This design comes from an exercise in tuning for small area on the open sky130 flow, not from production work. In this exercise RTL edits were held to simulation tests only and were not proved equivalent to the original.

==> run a: inputs <==
## ADSR_envelope
module ADSR_envelope (
  input clk,
  input rst,
  input gate,
  input [3:0] a,
  input [3:0] d,
  input [3:0] s,
  input [3:0] r,
  output active,
  output reg [7:0] amplitude);
clock: 10.0 ns
lec_check: 0
abc_area: 1
cap_margin: 20
core_margin: 2
core_utilization: 40
slew_margin: 20
run.sh (not shown) runs the stock make flow with config.mk's settings and CLKGATE_MAP_FILE= SYNTH_SCRIPT=/design/flow/synth_recipe.tcl, a recipe that flattens the netlist after the stock synthesis.
==> inputs of run b, as changes to run a <==
==> flow/flow/run.sh (new file) <==
#!/bin/bash
# Own layout flow: the standard synthesis, then an area-oriented re-mapping
# of the combinational logic (flip-flops, their names and cell types untouched;
# full adders kept), checked for equivalence with the standard netlist, then
# the standard ORFS flow from floorplan to finish.
set -uo pipefail
W=$(pwd)
R=$W/orfs/results/${FLOW_PLATFORM}/ADSR_envelope/base
YOSYS=yosys
[ -x "$FLOW_HOME/../tools/install/yosys/bin/yosys" ] && YOSYS=$FLOW_HOME/../tools/install/yosys/bin/yosys
export LIB=$FLOW_HOME/platforms/${FLOW_PLATFORM}/lib/sky130_fd_sc_hd__tt_025C_1v80.lib
export TOP=$FLOW_TOP
export DONTUSE="$(cat $W/flow/dontuse.txt)"

bash standard.sh synth > synth.log 2>&1 || { echo "standard synth failed"; exit 1; }
cp $R/1_2_yosys.v $W/std_netlist.v

use_post=0
for S in "$(cat $W/flow/abc1.script)" "$(cat $W/flow/abc2.script)"; do
  IN=$W/std_netlist.v OUT=$W/post_netlist.v KEEP="sky130_fd_sc_hd__fa_1" SCRIPT="$S" \
    $YOSYS -c $W/flow/post.tcl > post.log 2>&1 || continue
  A=$W/std_netlist.v B=$W/post_netlist.v $YOSYS -c $W/flow/equiv.tcl > equiv.log 2>&1 || continue
  use_post=1; break
done
if [ $use_post = 1 ]; then
  echo "using re-mapped netlist"
  cp $W/post_netlist.v $R/1_2_yosys.v
  rm -f $R/1_synth.odb $R/1_synth.sdc
else
  echo "re-mapping failed or not proven equivalent; using the standard netlist"
fi
bash standard.sh finish > finish.log 2>&1 || { echo "finish failed"; tail -30 finish.log; exit 1; }
echo done
==> flow/flow/abc1.script (new file) <==
strash;&get -n;&deepsyn -T 60;&put;dch -f;map -a;topo
==> flow/flow/abc2.script (new file) <==
strash;dch -f;amap;topo
==> flow/flow/dontuse.txt (new file) <==
-dont_use sky130_fd_sc_hd__lpflow_bleeder_1 -dont_use sky130_fd_sc_hd__lpflow_clkbufkapwr_1 -dont_use sky130_fd_sc_hd__lpflow_clkbufkapwr_16 -dont_use sky130_fd_sc_hd__lpflow_clkbufkapwr_2 -dont_use sky130_fd_sc_hd__lpflow_clkbufkapwr_4 -dont_use sky130_fd_sc_hd__lpflow_clkbufkapwr_8 -dont_use sky130_fd_sc_hd__lpflow_clkinvkapwr_1 -dont_use sky130_fd_sc_hd__lpflow_clkinvkapwr_16 -dont_use sky130_fd_sc_hd__lpflow_clkinvkapwr_2 -dont_use sky130_fd_sc_hd__lpflow_clkinvkapwr_4 -dont_use sky130_fd_sc_hd__lpflow_clkinvkapwr_8 -dont_use sky130_fd_sc_hd__lpflow_decapkapwr_12 -dont_use sky130_fd_sc_hd__lpflow_decapkapwr_3 -dont_use sky130_fd_sc_hd__lpflow_decapkapwr_4 -dont_use sky130_fd_sc_hd__lpflow_decapkapwr_6 -dont_use sky130_fd_sc_hd__lpflow_decapkapwr_8 -dont_use sky130_fd_sc_hd__lpflow_inputiso0n_1 -dont_use sky130_fd_sc_hd__lpflow_inputiso0p_1 -dont_use sky130_fd_sc_hd__lpflow_inputiso1n_1 -dont_use sky130_fd_sc_hd__lpflow_inputiso1p_1 -dont_use sky130_fd_sc_hd__lpflow_inputisolatch_1 -dont_use sky130_fd_sc_hd__lpflow_isobufsrc_1 -dont_use sky130_fd_sc_hd__lpflow_isobufsrc_16 -dont_use sky130_fd_sc_hd__lpflow_isobufsrc_2 -dont_use sky130_fd_sc_hd__lpflow_isobufsrc_4 -dont_use sky130_fd_sc_hd__lpflow_isobufsrc_8 -dont_use sky130_fd_sc_hd__lpflow_isobufsrckapwr_16 -dont_use sky130_fd_sc_hd__lpflow_lsbuf_lh_hl_isowell_tap_1 -dont_use sky130_fd_sc_hd__lpflow_lsbuf_lh_hl_isowell_tap_2 -dont_use sky130_fd_sc_hd__lpflow_lsbuf_lh_hl_isowell_tap_4 -dont_use sky130_fd_sc_hd__lpflow_lsbuf_lh_isowell_4 -dont_use sky130_fd_sc_hd__lpflow_lsbuf_lh_isowell_tap_1 -dont_use sky130_fd_sc_hd__lpflow_lsbuf_lh_isowell_tap_2 -dont_use sky130_fd_sc_hd__lpflow_lsbuf_lh_isowell_tap_4 -dont_use sky130_fd_sc_hd__probe_p_8 -dont_use sky130_fd_sc_hd__probec_p_8 
==> flow/flow/equiv.tcl (new file) <==
# env: A, B (netlists), TOP
yosys -import
set lib $::env(LIB)
read_liberty -ignore_miss_func $lib
read_verilog $::env(A)
yosys rename $::env(TOP) gold
read_verilog $::env(B)
yosys rename $::env(TOP) gate
flatten
opt_clean
equiv_make gold gate eq
hierarchy -top eq
equiv_simple -seq 1
equiv_induct
equiv_status -assert
==> flow/flow/post.tcl (new file) <==
# post-synthesis re-mapping of the combinational logic; flip-flops untouched
# env: IN, OUT, SCRIPT, KEEP (cells kept as boxes besides flip-flops), DONTUSE
yosys -import
set lib $::env(LIB)
read_liberty -ignore_miss_func $lib
read_verilog $::env(IN)
hierarchy -top $::env(TOP)
set keep [concat $::env(KEEP)]
foreach m [concat sky130_fd_sc_hd__dfxtp_1 sky130_fd_sc_hd__dfxtp_2 sky130_fd_sc_hd__dfxtp_4 sky130_fd_sc_hd__conb_1 $keep] {
  catch { setattr -mod -set keep_hierarchy 1 $m }
}
flatten
opt_clean -purge
abc -liberty $lib {*}$::env(DONTUSE) -script "+$::env(SCRIPT)"
opt_clean -purge
hilomap -singleton -hicell sky130_fd_sc_hd__conb_1 HI -locell sky130_fd_sc_hd__conb_1 LO
setattr -mod -unset keep_hierarchy
splitnets
opt_clean -purge
select $::env(TOP)
write_verilog -noattr -nohex -nodec -selected $::env(OUT)
==> flow/standard.sh (new file) <==
#!/bin/bash
# synth_recipe.tcl (not shown) runs the flow's synth.tcl, then flattens the netlist and writes it again
# the make line also repeats each setting of config.mk as NAME=value (left out here)
make -C /OpenROAD-flow-scripts/flow DESIGN_CONFIG=/design/flow/config.mk WORK_HOME=/design/flow/orfs CLKGATE_MAP_FILE= SYNTH_SCRIPT=/design/flow/synth_recipe.tcl "${@:-finish}"
removed: flow/run.sh
==> inputs of run c, as changes to run a <==
--- a/flow/config.mk
+++ b/flow/config.mk
@@ -11,2 +11,3 @@
 export CORE_UTILIZATION = 40
+export GPL_TIMING_DRIVEN = 0
 export SLEW_MARGIN = 20
==> impl_metrics.toml <==
[worst_setup_path]
crit_slowest_cell = "clkdlybuf4s50_1"

[floorplan]
num_rows = 43
taps = 180

[layout]
clkCellAreaFrac_pct = 2.70
multi_input_comb_area_sq_um = 3950
num-fill-cells = 1456

[sta]
worst_hold_slack_ps = 449

[synth]
ys_top_cells_by_count = "nand2_1 (213), inv_1 (136), nand3_1 (75), nor2_1 (75), dfxtp_1 (55)"

[grt]
grt_pass1_vias = 4884

[outcome]
status = "timing/DRC/antenna clean"

[hold_path]
hold_end = "reltmp[4]$_SDFFE_PP0P_"
(the above is from run c)
==> impl_metrics.toml <==
[outcome]
status = "timing/DRC/antenna clean"

[hold_path]
hold_end = "reltmp[3]$_SDFFE_PP0P_"

[floorplan]
num_rows = 43
taps = 180

[worst_setup_path]
start_kind = "input port"
crit_slowest_cell = "clkdlybuf4s50_1"
cp_num_buf_inv = 8

[sta]
worst_hold_slack_ps = 451
skew_ps = 8.76

[layout]
clkCellAreaFrac_pct = 2.64

[cts]
cts_tree = "yes"

[grt]
grt_pass1_vias = 4865

[synth]
ys_top_cells_by_count = "nand2_1 (213), inv_1 (136), nand3_1 (75), nor2_1 (75), dfxtp_1 (55)"
(the above is from run a)
==> impl_metrics.toml <==
[hold_path]
hold_end = "state[0]$_SDFFE_PP0P_"

[floorplan]
num_rows = 39
taps = 143

[layout]
num-fill-cells = 1151
clkCellAreaFrac_pct = 2.57
multi_input_comb_area_sq_um = 3170

[outcome]
status = "timing/DRC/antenna clean"

[power_and_ir_drop]
combinationalPower_uw = 234

[sta]
worst_hold_slack_ps = 445

[grt]
grt-busiest-layer = "met2"
grt_usage_pct = 22.2

[worst_setup_path]
critPathKind = "in -> reg"
(the above is from run b)

[static timing again, ports no longer ideal]
In the flow no input, the clock included, has a driving cell. The finished layouts below were timed again as built, in two steps. Step 1 sets driving cells, clkbuf_16 on the clock port and buf_2 on the other inputs (assumed; they add their load-dependent delay and slew). Step 2 adds t to the input delays and takes it off the output delays; t is the mean of the earliest and latest rising clock arrival at the registers after step 1. Input paths then give back, and output paths get back, about the clock's delay inside the block. Slacks: no drivers / after step 1 / after step 2; pairs: no drivers / after step 1.
run	t, ns	slack for setup (ns)	clock arrival spread, ns
run a	0.330	0.344 / 0.361 / 0.031	0.009 / 0.009
run b	0.336	0.382 / 0.398 / 0.062	0.006 / 0.006
run c	0.336	0.318 / 0.335 / -0.001	0.011 / 0.012
Met with ideal ports but missed after step 2: setup timing in run c. For run b, which loses most, drivers alone change the setup slack by +0.016 ns; drivers and shift together by -0.320 ns.
